This is an optimization exercise on Yosys and OpenROAD, whose aim is small area and a short achievable clock period, not a production implementation.
Only simulation tests tie the RTL to the original design; equivalence was not proved.

==> flow/design.v, too long to show whole: its modules and the start of the top module <==
// module ex2_1: 1674 lines
// module ex2_1_fa: 4 lines
// module ex2_1_ha: 4 lines
module ex2_1 (
	      input 		  clk, rst, validi,
	      input [31:0] 	  data_in,
	      output logic 	  valido,
	      output logic [31:0] data_out
	      );
  // ...
==> flow/run.sh <==
#!/bin/bash
# synth_recipe.tcl (not shown) runs the flow's synth.tcl, then flattens the netlist and writes it again
# the make line also repeats each setting of config.mk as NAME=value (left out here)
make -C /OpenROAD-flow-scripts/flow DESIGN_CONFIG=/design/flow/config.mk WORK_HOME=/design/flow/orfs CLKGATE_MAP_FILE= SYNTH_SCRIPT=/design/flow/synth_recipe.tcl finish
==> flow/config.mk <==
export PLATFORM = sky130hd
export DESIGN_NAME = ex2_1
export DESIGN_NICKNAME = ex2_1
export VERILOG_FILES = /design/flow/design.v
export SDC_FILE = /design/flow/constraint.sdc
export NUM_CORES = 4
export LEC_CHECK = 0
export CAP_MARGIN = 20
export CORE_MARGIN = 2
export CORE_UTILIZATION = 40
export SETUP_SLACK_MARGIN = 4.5
export SLEW_MARGIN = 20
export SYNTH_HIERARCHICAL = 1
export TNS_END_PERCENT = 0
==> flow/constraint.sdc <==
create_clock -name core_clock -period 8.0 [get_ports {clk}]
set_input_delay 1.6000 -clock core_clock [delete_from_list [all_inputs] [get_ports {clk}]]
set_output_delay 1.6000 -clock core_clock [all_outputs]
set_load 0.01 [all_outputs]
==> flow_summary.json, run 1 <==
{
  "crit_path_end": "data_out[30]$_DFF_P_",
  "synth_top_family_by_area": "adder cells",
  "vias": 12200,
  "wl_met1_mm": 21.5,
  "initial_utilization": 0.408,
  "cts_made_buffers": 17,
  "final_cell_mix": "xnor2_1 (293), a22oi_1 (214), fa_1 (214)",
  "synth_edf_count": 0,
  "r2r_slack_ns": 3.88,
  "syn_nets": 1870,
  "fin_crit_sh": 0.515,
  "fin_crit_ns": 4.12,
  "holdPathStages": 1,
  "top_layer": "met4",
  "drc": 0,
  "antenna_found_initial": 0,
  "cp_num_buf_inv": 2,
  "hold_path_class": "reg2reg",
  "top_regs": "a (32), data_out (32), cnt (2)",
  "r2r-start": "q5$_DFF_P_",
  "status": "complete, no violations",
  "critPathArrivalTime_ns": 4.47,
  "n_fill_cell": 3659,
  "yosysWarnings": 7
}
==> run 2, diff against run 1 <==
--- a/flow/config.mk
+++ b/flow/config.mk
@@ -10,5 +10,4 @@
 export CORE_UTILIZATION = 40
-export SETUP_SLACK_MARGIN = 4.5
+export SETUP_SLACK_MARGIN = 3.8
 export SLEW_MARGIN = 20
 export SYNTH_HIERARCHICAL = 1
-export TNS_END_PERCENT = 0
==> flow_summary.json, run 2 <==
{
  "status": "complete, no violations",
  "initial_utilization": 0.408,
  "synth_cell_type_count": 59,
  "top_regs": "a (32), data_out (32), cnt (2)",
  "synth.top_cells.by_count": "xnor2_1 (297), fa_1 (226), a22oi_1 (225)",
  "timing.setup.tns_ns": 0,
  "cts_made_buffers": 17,
  "drc": 0,
  "vias": 12100,
  "num-nets-final": 1903,
  "drv_cap": 0,
  "place_congestion": 0.904,
  "hold_path_class": "reg2reg",
  "ys_seq_elements": 187,
  "drt_iter0_markers": 1109,
  "track_usage": 0.247,
  "place_area_um2": 17500,
  "grt_max_degree": 41,
  "synthArstFlopShare": 0.0160,
  "layout-drive-gt1-share": 0.143,
  "slew_viol_final": 0,
  "critPathArrivalTime_ns": 4.49,
  "antenna_found_initial": 0,
  "cts_sinks": 187,
  "tightest_slew_ns": 0.917,
  "die_w_um": 206,
  "worstSkewPairLatency_ns": 0.47,
  "htree_levels": 4,
  "final_cell_mix": "xnor2_1 (292), fa_1 (212), a22oi_1 (211)",
  "holdCritStartpoint": "cnt[0]$_DFF_PP0_",
  "endpoint_kind": "flip-flop",
  "ioPinCount": 68,
  "grt_pass1_wl_mm": 77.6,
  "hold_viol_final": 0,
  "cp_data_required_time_ns": 8.36,
  "slew_headroom": 0.389,
  "r2r-start": "q5$_DFF_P_",
  "clkSlewWorstSetupHoldPaths_ns": 0.07,
  "fmax_mhz": 242,
  "core_um2": 40000,
  "fin_crit_sh": 0.517,
  "synthTopCellsByArea": "fa_1 (28%), dfxtp_1 (23%), xnor2_1 (16%)",
  "portBuffers": 67,
  "setup_viol": 0,
  "syn_nets": 1870,
  "path_class": "in2reg",
  "diodes": 0,
  "synth_edf_count": 0,
  "die_h_um": 206,
  "overflow": 0,
  "clockRootBuffer": "clkbuf_16",
  "fin_crit_ns": 4.13,
  "clock_path_buffers": 2,
  "yosysTopAreaCell": "fa_1",
  "n_fill_cell": 3657,
  "rows": 73,
  "synth_top_area_share": 0.277,
  "layout_commonest_cell": "xnor2_1",
  "critPathLaunchType": "input port",
  "ant_nets": 0,
  "syn_to_final_growth_pct": 16.6,
  "synth-main-ff-cell": "dfxtp_1",
  "fin_skew_ns": 0.0157,
  "firstDrtPassIters": 6,
  "wl_per_cell_um": 24.1,
  "synth_area_um2": 16300,
  "yosysWarnings": 7,
  "dp_hpwl_mm": 35.3,
  "final_cell_area_um2": 19000,
  "via_per_inst": 5.77,
  "holdPathStages": 1,
  "cts_tree": "done",
  "ff2ff_path_depth": 15,
  "syn_inst": 1532,
  "yosysMostFrequentCell": "xnor2_1",
  "crit_start": "data_in[7]",
  "grt_pass1_vias": 12600,
  "totalWireLength_mm": 50.6,
  "ys_seq_area_frac": 0.230,
  "path_max_fanout": 17,
  "dieArea_um2": 42400,
  "rsz0062_at_grt": "no",
  "synth.avg_cell_area_um2": 10.7
}
==> run 2: area by class of cell <==
cell class | instances | area [um2] | area share
multi-input cells | 1171 | 12400 | 0.651
flip-flops and latches | 187 | 3760 | 0.198
repair buffers | 139 | 1480 | 0.0777
well taps | 525 | 657 | 0.0345
clock buffers | 20 | 457 | 0.0240
inverters | 49 | 190 | 0.0100
clock inverters | 12 | 100 | 0.00526
==> run 2: per-stage QoR <==
stage / std cells / utilization / setup slack [ns] / hold WS, ns
after CTS: 2095 / 0.471 / 3.81 / 0.437
after detailed placement: 2041 / 0.438 / 2.29 / 0.427
after floorplan: 1532 / - / 3.64 / 0.361
after global placement: 2041 / 0.438 / 2.34 / 0.419
final: 2103 / 0.476 / 3.87 / 0.439
after global routing: 2103 / 0.476 / 3.79 / 0.473
==> run 2: kinds of logic (layout without fill, tap and decap cells) <==
| group | count (synthesis) | after routing | share of synthesized area |
|---|---|---|---|
| AO/OA/AOI/OAI | 402 | 402 | 0.169 |
| XOR/XNOR | 327 | 327 | 0.176 |
| adder cells (fa/ha/maj) | 303 | 303 | 0.336 |
| buffers and inverters | 174 | 220 | 0.0412 |
| flip-flops | 187 | 187 | 0.230 |
| multiplexers | 1 | 1 | 0.000613 |
| AND/OR/NAND/NOR | 138 | 138 | 0.0461 |
==> run 2: timing repair <==
item | CTS | global route
endpoints found under the hold margin | 0 | 0
pin swaps | 22 | 35
gates resized for setup | 177 | 87
hold buffers | 0 | 0
setup endpoints to repair | 54 | 14
buffers inserted | 15 | 8
cloned | 7 | 0
==> run 2: worst max-delay path: stages <==
cell and delay, ns:
buf_2 0.21, buf_8 0.21, fa_1 0.38, ha_1 0.25, ha_4 0.28, a21o_1 0.22, a2111oi_4 0.35, a211oi_2 0.08
buf_4 0.16, o21ai_4 0.13, buf_12 0.14, o21ai_4 0.08, a311oi_2 0.30, xnor2_1 0.10
==> run 2: path summary, 6_finish.rpt <==
path | endpoint | slack (ns)
worst min-delay path | cnt[0]$_DFF_PP0_ | 0.44
worst max register to register | data_out[30]$_DFF_P_ | 3.91
worst min register to register | cnt[0]$_DFF_PP0_ | 0.44
min in group asynchronous | valido$_DFF_PP0_ | 1.30
max in group asynchronous | cnt[1]$_DFF_PP0_ | 6.58
worst max-delay path | data_out[30]$_DFF_P_ | 3.87
==> run 2: per-layer routing <==
layer,track usage,wire [um],up-vias
met2,0.400,23900,554
met5,0,0,-
met3,0.0585,4240,82
met1,0.328,21300,6160
met4,0.0722,1220,0
li1,-,-,5339
==> run 2: Yosys stat by module, one instance, submodules excluded <==
| module | cells inside | flops+latches |
|---|---|---|
| ex2_1_ha | 1 | 0 |
| ex2_1 | 1276 | 187 |
| ex2_1_fa | 1 | 0 |
==> run 3, diff against run 2 <==
--- a/flow/config.mk
+++ b/flow/config.mk
@@ -10,4 +10,5 @@
 export CORE_UTILIZATION = 40
-export SETUP_SLACK_MARGIN = 3.8
+export SETUP_SLACK_MARGIN = 4.0
 export SLEW_MARGIN = 20
 export SYNTH_HIERARCHICAL = 1
+export TNS_END_PERCENT = 0
==> flow_summary.json, run 3 <==
{
  "status": "complete, no violations",
  "critPathLaunchType": "flip-flop",
  "clock_path_buffers": 2,
  "die_h_um": 206,
  "syn_inst": 1532,
  "syn_to_final_growth_pct": 16.5,
  "final_cell_mix": "xnor2_1 (293), a22oi_1 (214), fa_1 (214)",
  "finalWorstSetupSlack_ns": 3.88,
  "synth_cell_type_count": 59,
  "fmax_mhz": 243,
  "synth_top_area_share": 0.277,
  "r2r-end": "data_out[30]$_DFF_P_",
  "via_per_inst": 5.79,
  "synthTopCellsByArea": "fa_1 (28%), dfxtp_1 (23%), xnor2_1 (16%)",
  "cts_made_buffers": 17,
  "layout-drive-gt1-share": 0.139,
  "synth_edf_count": 0,
  "synth_area_um2": 16300,
  "drv_cap": 0,
  "cts_sinks": 187,
  "diodes": 0,
  "dp_hpwl_mm": 35.3,
  "drt_iter0_markers": 1248,
  "fin_skew_ns": 0.0193,
  "ant_nets": 0,
  "worstSkewPairLatency_ns": 0.47,
  "clkSlewWorstSetupHoldPaths_ns": 0.08,
  "grt_pass1_wl_mm": 78.2,
  "hold_viol_final": 0,
  "drc": 0,
  "synth_compound_area_frac": 0.169,
  "synth.top_cells.by_count": "xnor2_1 (297), fa_1 (226), a22oi_1 (225)",
  "grt_max_degree": 41,
  "ys_seq_elements": 187,
  "initial_utilization": 0.408,
  "vias": 12200,
  "firstDrtPassIters": 5,
  "synth.avg_cell_area_um2": 10.7,
  "grt_pass1_vias": 12700,
  "path_max_fanout": 7,
  "wl_per_cell_um": 24.3,
  "yosysTopAreaCell": "fa_1",
  "dp_cells": 2041,
  "r2r_slack_ns": 3.88,
  "hold_buffers": 0,
  "ioPinCount": 68,
  "layout_commonest_cell": "xnor2_1",
  "portBuffers": 67,
  "ys_seq_area_frac": 0.230,
  "core_um2": 40000,
  "fin_crit_sh": 0.515,
  "htree_levels": 4,
  "synthArstFlopShare": 0.0160,
  "ff2ff_path_depth": 17,
  "tightest_slew_ns": 0.902,
  "synth_xor_area_frac": 0.176,
  "synth_simple_gate_area_frac": 0.0461,
  "r2r-start": "q5$_DFF_P_",
  "slew_headroom": 0.398,
  "path_class": "reg2reg",
  "critPathArrivalTime_ns": 4.47,
  "hold_path_class": "reg2reg",
  "endpoint_kind": "flip-flop",
  "yosysWarnings": 7,
  "clockRootBuffer": "clkbuf_16",
  "timing.setup.tns_ns": 0,
  "crit_path_end": "data_out[30]$_DFF_P_",
  "antenna_found_initial": 0,
  "overflow": 0,
  "place_congestion": 0.904,
  "die_w_um": 206,
  "place_worst_setup_slack_ns": 2.29,
  "synth-main-ff-cell": "dfxtp_1",
  "synth_top_family_by_area": "adder cells",
  "cp_data_required_time_ns": 8.35,
  "num-nets-final": 1903,
  "whs_ns": 0.440,
  "slew_viol_final": 0,
  "top_regs": "a (32), data_out (32), cnt (2)",
  "setup_viol": 0,
  "synth_fa_ha_area_frac": 0.336,
  "yosysMostFrequentCell": "xnor2_1",
  "instances_no_fill": 2103,
  "track_usage": 0.249,
  "totalWireLength_mm": 51.1,
  "muxShareOfSynthArea": 0.000613,
  "syn_nets": 1870,
  "rsz0062_at_grt": "yes",
  "dieArea_um2": 42400,
  "rows": 73,
  "crit_start": "q5$_DFF_P_",
  "fin_crit_ns": 4.12,
  "cts_tree": "done"
}
==> run 3: worst min path at each step <==
stage | from | to | depth (start not counted)
6_report | cnt[0]$_DFF_PP0_ | cnt[0]$_DFF_PP0_ | 1
4_1_cts | cnt[0]$_DFF_PP0_ | cnt[0]$_DFF_PP0_ | 1
5_1_grt | cnt[0]$_DFF_PP0_ | cnt[0]$_DFF_PP0_ | 1
3_3_place_gp | cnt[0]$_DFF_PP0_ | cnt[0]$_DFF_PP0_ | 1
3_5_place_dp | cnt[0]$_DFF_PP0_ | cnt[0]$_DFF_PP0_ | 1
2_1_floorplan | a[1]$_DFF_P_ | q0$_DFF_P_ | 0
==> run 3: repair_timing <==
action	CTS	global route
gates resized for setup	225	26
cloned	7	0
buffers inserted	23	0
pin swaps	35	20
endpoints found under the setup margin	69	28
==> run 3: Yosys stat by module, one instance, submodules excluded <==
module / copies in the design / cells inside / cell area, um2
ex2_1: 1 / 1276 / 11400
ex2_1_fa: 225 / 1 / 20.0
ex2_1_ha: 31 / 1 / 12.5
==> run 3: stage by stage <==
stage          cell area [um2]  utilization
2_1_floorplan            16500            -
5_1_grt                  19000        0.475
3_5_place_dp             17500        0.438
4_1_cts                  18900        0.473
3_3_place_gp             17500        0.438
6_report                 19000        0.475
==> run 3: cell type report <==
class	instances	area, um2
Tap cell	525	657
Fill cell	3659	21000
Timing Repair Buffer	139	1490
Inverter	49	188
Clock inverter	12	100
Sequential cell	187	3760
Multi-Input combinational cell	1171	12400
Clock buffer	20	457
==> run 3: cells by family after synthesis <==
| group | after synthesis |
|---|---|
| compound gates | 402 |
| xor+xnor | 327 |
| fa+ha+maj | 303 |
| buf+inv | 174 |
| flops | 187 |
| mux | 1 |
| simple gates | 138 |
==> run 3: critical path, stage by stage (launching register included) <==
cell      delay (ns)
dfxtp_2         0.33
fa_2            0.39
fa_2            0.36
fa_1            0.44
ha_2            0.18
ha_1            0.17
ha_2            0.19
ha_4            0.30
ha_4            0.23
a211oi_2        0.19
o211a_1         0.22
a211oi_2        0.08
buf_4           0.16
o21ai_4         0.13
buf_12          0.14
o21ai_4         0.09
a311oi_2        0.30
xnor2_1         0.10
==> run 3: per-layer routing <==
| layer | share of wire | global-route usage | vias up |
|---|---|---|---|
| li1 | - | - | 5325 |
| met2 | 0.47 | 0.403 | 564 |
| met4 | 0.029 | 0.0842 | 0 |
| met3 | 0.080 | 0.0512 | 92 |
| met1 | 0.42 | 0.332 | 6190 |
| met5 | 0 | 0 | - |
==> run 4, diff against run 3 <==
--- a/flow/config.mk
+++ b/flow/config.mk
@@ -10,3 +10,3 @@
 export CORE_UTILIZATION = 40
-export SETUP_SLACK_MARGIN = 4.0
+export SETUP_SLACK_MARGIN = 3.5
 export SLEW_MARGIN = 20
==> flow_summary.json, run 4 <==
{
  "status": "complete, no violations",
  "layout_commonest_cell": "xnor2_1",
  "fin_crit_sh": 0.555,
  "antenna_found_initial": 1,
  "clkSlewWorstSetupHoldPaths_ns": 0.08,
  "track_usage": 0.241,
  "holdCritStartpoint": "cnt[0]$_DFF_PP0_",
  "dp_hpwl_mm": 34.7,
  "timing.setup.tns_ns": 0,
  "critPathArrivalTime_ns": 4.77,
  "yosysTopAreaCell": "fa_1",
  "setup_viol": 0,
  "cts_tree": "done",
  "min_to": "cnt[0]$_DFF_PP0_",
  "syn_inst": 1532,
  "r2r-end": "data_out[30]$_DFF_P_",
  "yosysMostFrequentCell": "xnor2_1",
  "slew_viol_final": 0,
  "synth.top_cells.by_count": "xnor2_1 (297), fa_1 (226), a22oi_1 (225)",
  "grt_pass1_wl_mm": 76.0,
  "yosysWarnings": 7,
  "grt_max_degree": 57,
  "whs_ns": 0.436,
  "synth_top_area_share": 0.277,
  "ioPinCount": 68,
  "fin_skew_ns": 0.0139,
  "vias": 12200,
  "holdPathStages": 1,
  "hold_path_class": "reg2reg",
  "synth_area_um2": 16300,
  "grt_pass1_vias": 12500,
  "final_cell_mix": "xnor2_1 (295), a22oi_1 (222), fa_1 (218)",
  "synth_cell_type_count": 59,
  "totalWireLength_mm": 50.8,
  "slew_headroom": 0.303,
  "rsz0062_at_grt": "yes",
  "portBuffers": 67,
  "htree_levels": 4,
  "clockRootBuffer": "clkbuf_16",
  "path_max_fanout": 13,
  "tightest_slew_ns": 1.05,
  "via_per_inst": 5.76,
  "synth.avg_cell_area_um2": 10.7,
  "hold_viol_final": 0,
  "syn_to_final_growth_pct": 16.5,
  "synthArstFlopShare": 0.0160,
  "initial_utilization": 0.408,
  "r2r-start": "q3$_DFF_P_",
  "top_regs": "a (32), data_out (32), cnt (2)",
  "synth_edf_count": 0,
  "drv_cap": 0,
  "synth-main-ff-cell": "dfxtp_1",
  "layout-drive-gt1-share": 0.113,
  "place_congestion": 0.895,
  "overflow": 0,
  "r2r_slack_ns": 3.59,
  "multiInputGateArea_um2": 12200,
  "cp_data_required_time_ns": 8.33,
  "ant_nets": 0,
  "fin_crit_ns": 4.44,
  "dieArea_um2": 42400,
  "n_fill_cell": 3682,
  "ff2ff_path_depth": 15,
  "core_um2": 40000,
  "drc": 0,
  "fmax_mhz": 225,
  "rows": 73,
  "critPathLaunchType": "input port",
  "cts_sinks": 187,
  "cts_made_buffers": 17,
  "synthTopCellsByArea": "fa_1 (28%), dfxtp_1 (23%), xnor2_1 (16%)",
  "endpoint_kind": "flip-flop",
  "post-route-util": 0.475,
  "drt_iter0_markers": 1190,
  "diodes": 0,
  "wl_per_cell_um": 24.0,
  "die_h_um": 206,
  "syn_nets": 1870,
  "ys_seq_area_frac": 0.230,
  "worstSkewPairLatency_ns": 0.46,
  "num-nets-final": 1916,
  "die_w_um": 206,
  "seq_area_um2": 3760,
  "firstDrtPassIters": 6,
  "ys_seq_elements": 187,
  "path_class": "in2reg",
  "clock_path_buffers": 2
}
## run 4: changes by cell type in the layout (fill, tap and decap cells not counted), sizes merged
cell	previous run	this run
clkinvlp	2	0
dlymetal6s2s	0	10
bufbuf	7	4
dlygate4sd2	0	6
clkbuf	24	27
bufinv	0	1
clkdlybuf4s50	36	39
clkdlybuf4s15	10	6
inv	54	56
buf	82	79
## run 4: final cells by class
type | instances | area share
clock buffers | 19 | 0.0233
clock inverters | 13 | 0.00770
inverters | 49 | 0.00968
multi-input cells | 1171 | 0.640
flip-flops and latches | 187 | 0.198
well taps | 525 | 0.0346
repair buffers | 152 | 0.0873
## run 4: repair_timing
action,in CTS,in global routing
hold buffers,0,0
gates resized for setup,90,51
setup endpoints to repair,24,15
pin swaps,9,28
buffers inserted,8,23
gates cloned,4,5
## run 4: worst max-delay path, cell delays in order
cell	delay, ns
clkdlybuf4s50_1	0.51
buf_12	0.14
buf_4	0.22
a22oi_1	0.13
xnor2_1	0.20
fa_1	0.54
fa_1	0.56
fa_1	0.40
fa_1	0.45
## run 4: worst max-delay path by stage
stage                      startpoint                   end  cells after the start
after detailed placement   data_in[9]  data_out[30]$_DFF_P_                     11
after global placement     data_in[9]  data_out[30]$_DFF_P_                     11
final                     data_in[15]          q111$_DFF_P_                      9
after floorplan           data_in[15]          q119$_DFF_P_                     13
after CTS                 data_in[20]          q119$_DFF_P_                     13
after global routing       q3$_DFF_P_  data_out[30]$_DFF_P_                     15
## run 4: kinds of logic (layout without fill, tap and decap cells)
family / after synthesis / in the layout / synth area share
AO/OA/AOI/OAI: 402 / 402 / 0.169
XOR/XNOR: 327 / 327 / 0.176
adder cells (fa/ha/maj): 303 / 303 / 0.336
flip-flops: 187 / 187 / 0.230
buffers and inverters: 174 / 233 / 0.0412
AND/OR/NAND/NOR: 138 / 138 / 0.0461
multiplexers: 1 / 1 / 0.000613
## run 4: metrics by stage
| stage | instance area, um2 | worst slack (ns) | std cells |
|---|---|---|---|
| after floorplan | 16400 | 3.51 | 1532 |
| after CTS | 18500 | 3.47 | 2088 |
| after global placement | 17500 | 2.38 | 2044 |
| after detailed placement | 17500 | 2.33 | 2044 |
| after global routing | 19000 | 3.45 | 2116 |
| final | 19000 | 3.56 | 2116 |
## run 4: metal layers
layer	share of wire	vias up	routed length (um)	track usage
met1	0.42	6218	21300	0.321
li1	-	5356	-	-
met5	0	-	0	0
met4	0.029	0	1450	0.0824
met2	0.46	539	23600	0.381
met3	0.088	79	4480	0.0618
## run 4: Yosys stat by module (local to each module, per instance)
module	flip-flops and latches	cell area (um2)	copies in the design	cells inside
ex2_1_fa	0	20.0	225	1
ex2_1_ha	0	12.5	31	1
ex2_1	187	11400	1	1276
==> run 5, diff against run 4 <==
--- a/flow/config.mk
+++ b/flow/config.mk
@@ -7,2 +7,3 @@
 export LEC_CHECK = 0
+export ABC_CLOCK_PERIOD_IN_PS = 3500
 export CAP_MARGIN = 20
@@ -10,5 +11,4 @@
 export CORE_UTILIZATION = 40
-export SETUP_SLACK_MARGIN = 3.5
+export SETUP_SLACK_MARGIN = 4.5
 export SLEW_MARGIN = 20
 export SYNTH_HIERARCHICAL = 1
-export TNS_END_PERCENT = 0
==> flow_summary.json, run 5 <==
{
  "core_um2": 40000,
  "yosysTopAreaCell": "fa_1",
  "drv_cap": 0,
  "yosysMostFrequentCell": "xnor2_1",
  "htree_levels": 4,
  "synthTopCellsByArea": "fa_1 (28%), dfxtp_1 (23%), xnor2_1 (16%)",
  "synth_top_family_by_area": "adder cells",
  "fin_crit_ns": 4.10,
  "place_worst_setup_slack_ns": 2.54,
  "synth_top_area_share": 0.277,
  "layout-drive-gt1-share": 0.313,
  "fin_crit_sh": 0.513,
  "dieArea_um2": 42400,
  "initial_utilization": 0.408,
  "ys_seq_area_frac": 0.230,
  "antenna_found_initial": 0,
  "wl_per_cell_um": 24.7,
  "timing.setup.tns_ns": 0,
  "critPathArrivalTime_ns": 4.44,
  "portBuffers": 67,
  "slew_viol_final": 0,
  "synth.avg_cell_area_um2": 10.7,
  "hold_viol_final": 0,
  "vias": 12600,
  "ant_nets": 0,
  "place_congestion": 0.897,
  "rows": 73,
  "overflow": 0,
  "diodes": 0,
  "die_w_um": 206,
  "cpMaxStageDelayCell": "fa_1",
  "fmax_mhz": 244,
  "cp_data_required_time_ns": 8.34,
  "critPathLaunchType": "input port",
  "ioPinCount": 68,
  "track_usage": 0.260,
  "firstDrtPassIters": 5,
  "clock_path_buffers": 2,
  "hold_buffers": 0,
  "slowest_delay_ns": 0.46,
  "synth_simple_gate_area_frac": 0.0461,
  "muxShareOfSynthArea": 0.000613,
  "path_delay_family": "compound AO/OA/AOI/OAI gates",
  "cts_tree": "done",
  "grt_pass1_wl_mm": 81.1,
  "path_class": "in2reg",
  "path_max_fanout": 15,
  "status": "complete, no violations",
  "endpoint_kind": "flip-flop",
  "layout_commonest_cell": "xnor2_1",
  "setup_viol": 0,
  "grt_pass1_vias": 13100,
  "final_cell_mix": "xnor2_1 (257), dfxtp_1 (180), a22oi_1 (158)",
  "die_h_um": 206,
  "via_per_inst": 5.78,
  "yosysWarnings": 7,
  "finalWorstSetupSlack_ns": 3.90,
  "ys_seq_elements": 187,
  "synth_compound_area_frac": 0.169,
  "n_fill_cell": 3425,
  "fin_skew_ns": 0.0214,
  "final_cell_area_um2": 21300,
  "num-nets-final": 1987,
  "cts_made_buffers": 17,
  "syn_inst": 1532,
  "dp_hpwl_mm": 35.0,
  "drc": 0,
  "top_regs": "a (32), data_out (32), cnt (2)",
  "synthArstFlopShare": 0.0160,
  "grt_max_degree": 64,
  "synth.top_cells.by_count": "xnor2_1 (297), fa_1 (226), a22oi_1 (225)",
  "tightest_slew_ns": 0.908,
  "synth_xor_area_frac": 0.176,
  "rsz0062_at_grt": "yes",
  "synth_fa_ha_area_frac": 0.336,
  "slew_headroom": 0.394,
  "syn_nets": 1870,
  "place_area_um2": 18100,
  "clkSlewWorstSetupHoldPaths_ns": 0.07,
  "synth_cell_type_count": 59,
  "cp_cell_sequence": "buf_6 -> buf_6 -> fa_1 -> ha_4 -> ha_4 -> a21o_1 -> a2111oi_4 -> a211oi_4 -> o21ai_4 -> buf_12 -> a2bb2oi_4 -> mux2i_1 -> a211oi_2",
  "drt_iter0_markers": 1153,
  "synth_edf_count": 0,
  "totalWireLength_mm": 54.0,
  "cp_num_buf_inv": 3,
  "whs_ns": 0.433,
  "synth_area_um2": 16300,
  "hold_path_class": "reg2reg",
  "worstSkewPairLatency_ns": 0.47,
  "cts_sinks": 187,
  "syn_to_final_growth_pct": 30.7,
  "synth-main-ff-cell": "dfxtp_1",
  "clockRootBuffer": "clkbuf_16"
}
[run 5: through the flow]
stage                     std cells  utilization
final                          2187        0.533
after CTS                      2144        0.513
after global placement         2044        0.452
after global routing           2187        0.533
after detailed placement       2044        0.452
after floorplan                1532            -
[run 5: area by class of cell]
type | count | area, um2 | share of cell area
clock buffer | 20 | 478 | 0.0224
clock inverter | 12 | 148 | 0.00692
inverter | 49 | 188 | 0.00880
multi-input combinational | 1171 | 13500 | 0.634
sequential | 187 | 3770 | 0.177
tap | 525 | 657 | 0.0308
timing repair buffer | 223 | 2580 | 0.121
[run 5: worst reg2reg max path: cells and delay by family, from the launching register on]
| kind | cells | cell delay (ns) |
|---|---|---|
| buffers and inverters | 1 | 0.15 |
| DFF | 1 | 0.33 |
| muxes | 1 | 0.26 |
| AOI/OAI and AO/OA | 6 | 0.98 |
| adders and majority gates | 8 | 2.23 |
[run 5: final timing paths]
kind / start / end / slack [ns] / cells past startpoint
max in group asynchronous: rst / valido$_DFF_PP0_ / 6.58 / 2
setup reg to reg: q3$_DFF_P_ / data_out[24]$_DFF_P_ / 3.92 / 16
setup / recovery: data_in[9] / data_out[24]$_DFF_P_ / 3.90 / 13
min in group asynchronous: rst / cnt[0]$_DFF_PP0_ / 1.30 / 2
hold reg to reg: cnt[0]$_DFF_PP0_ / cnt[0]$_DFF_PP0_ / 0.43 / 1
hold / removal: cnt[0]$_DFF_PP0_ / cnt[0]$_DFF_PP0_ / 0.43 / 1
[run 5: layer usage]
metal  vias up  share of wire  global-route usage
li1       5511              -                   -
met1      6475           0.43               0.354
met2       573           0.46               0.412
met3        89          0.085              0.0544
met4         0          0.025              0.0913
met5         -              0                   0
[run 5: cells by family after synthesis]
| logic type | count (synthesis) |
|---|---|
| adders and majority gates | 303 |
| buffers and inverters | 174 |
| and+or+nand+nor | 138 |
| xor gates and xnor gates | 327 |
| DFF | 187 |
| muxes | 1 |
| AOI/OAI and AO/OA | 402 |
[run 5: modules after synthesis, one instance, submodules excluded]
module    cell area, um2  cells
ex2_1_ha            12.5      1
ex2_1              11400   1276
ex2_1_fa            20.0      1
[run 5: what timing repair did]
| item | in CTS | in global routing |
|---|---|---|
| setup endpoints to repair | 99 | 53 |
| gates cloned | 9 | 1 |
| pin swaps | 171 | 102 |
| resized for setup | 403 | 99 |
| setup buffers | 59 | 42 |

==> separate check: timing with driven ports <==
How much do the figures lean on ideal ports? The routed layouts below were timed once more, with nothing changed but the port constraints. Step 1 assumes that a clkbuf_16 drives the clock port and a buf_2 every other input. Step 2 also shifts input and output timing later by t, the mid clock arrival at the registers, as if the neighbouring blocks saw the same clock. Slacks: ideal / step 1 / step 2; pairs: ideal / step 1.
| run | t, ns | setup slack, ns | worst register clock-pin slew, ns | cell pins on the clock port's net |
|---|---|---|---|---|
| run 1 | 0.513 | 3.879 / 3.879 / 3.395 | 0.08 / 0.08 | 1 |
| run 2 | 0.518 | 3.866 / 3.900 / 3.382 | 0.08 / 0.08 | 1 |
| run 3 | 0.513 | 3.879 / 3.879 / 3.395 | 0.08 / 0.08 | 1 |
| run 4 | 0.504 | 3.563 / 3.586 / 3.087 | 0.08 / 0.08 | 1 |
| run 5 | 0.518 | 3.898 / 3.915 / 3.398 | 0.09 / 0.09 | 1 |
After both steps setup and hold are still met in every run listed. For run 5, which loses most, drivers alone change the setup slack by +0.017 ns; drivers and shift together by -0.500 ns.
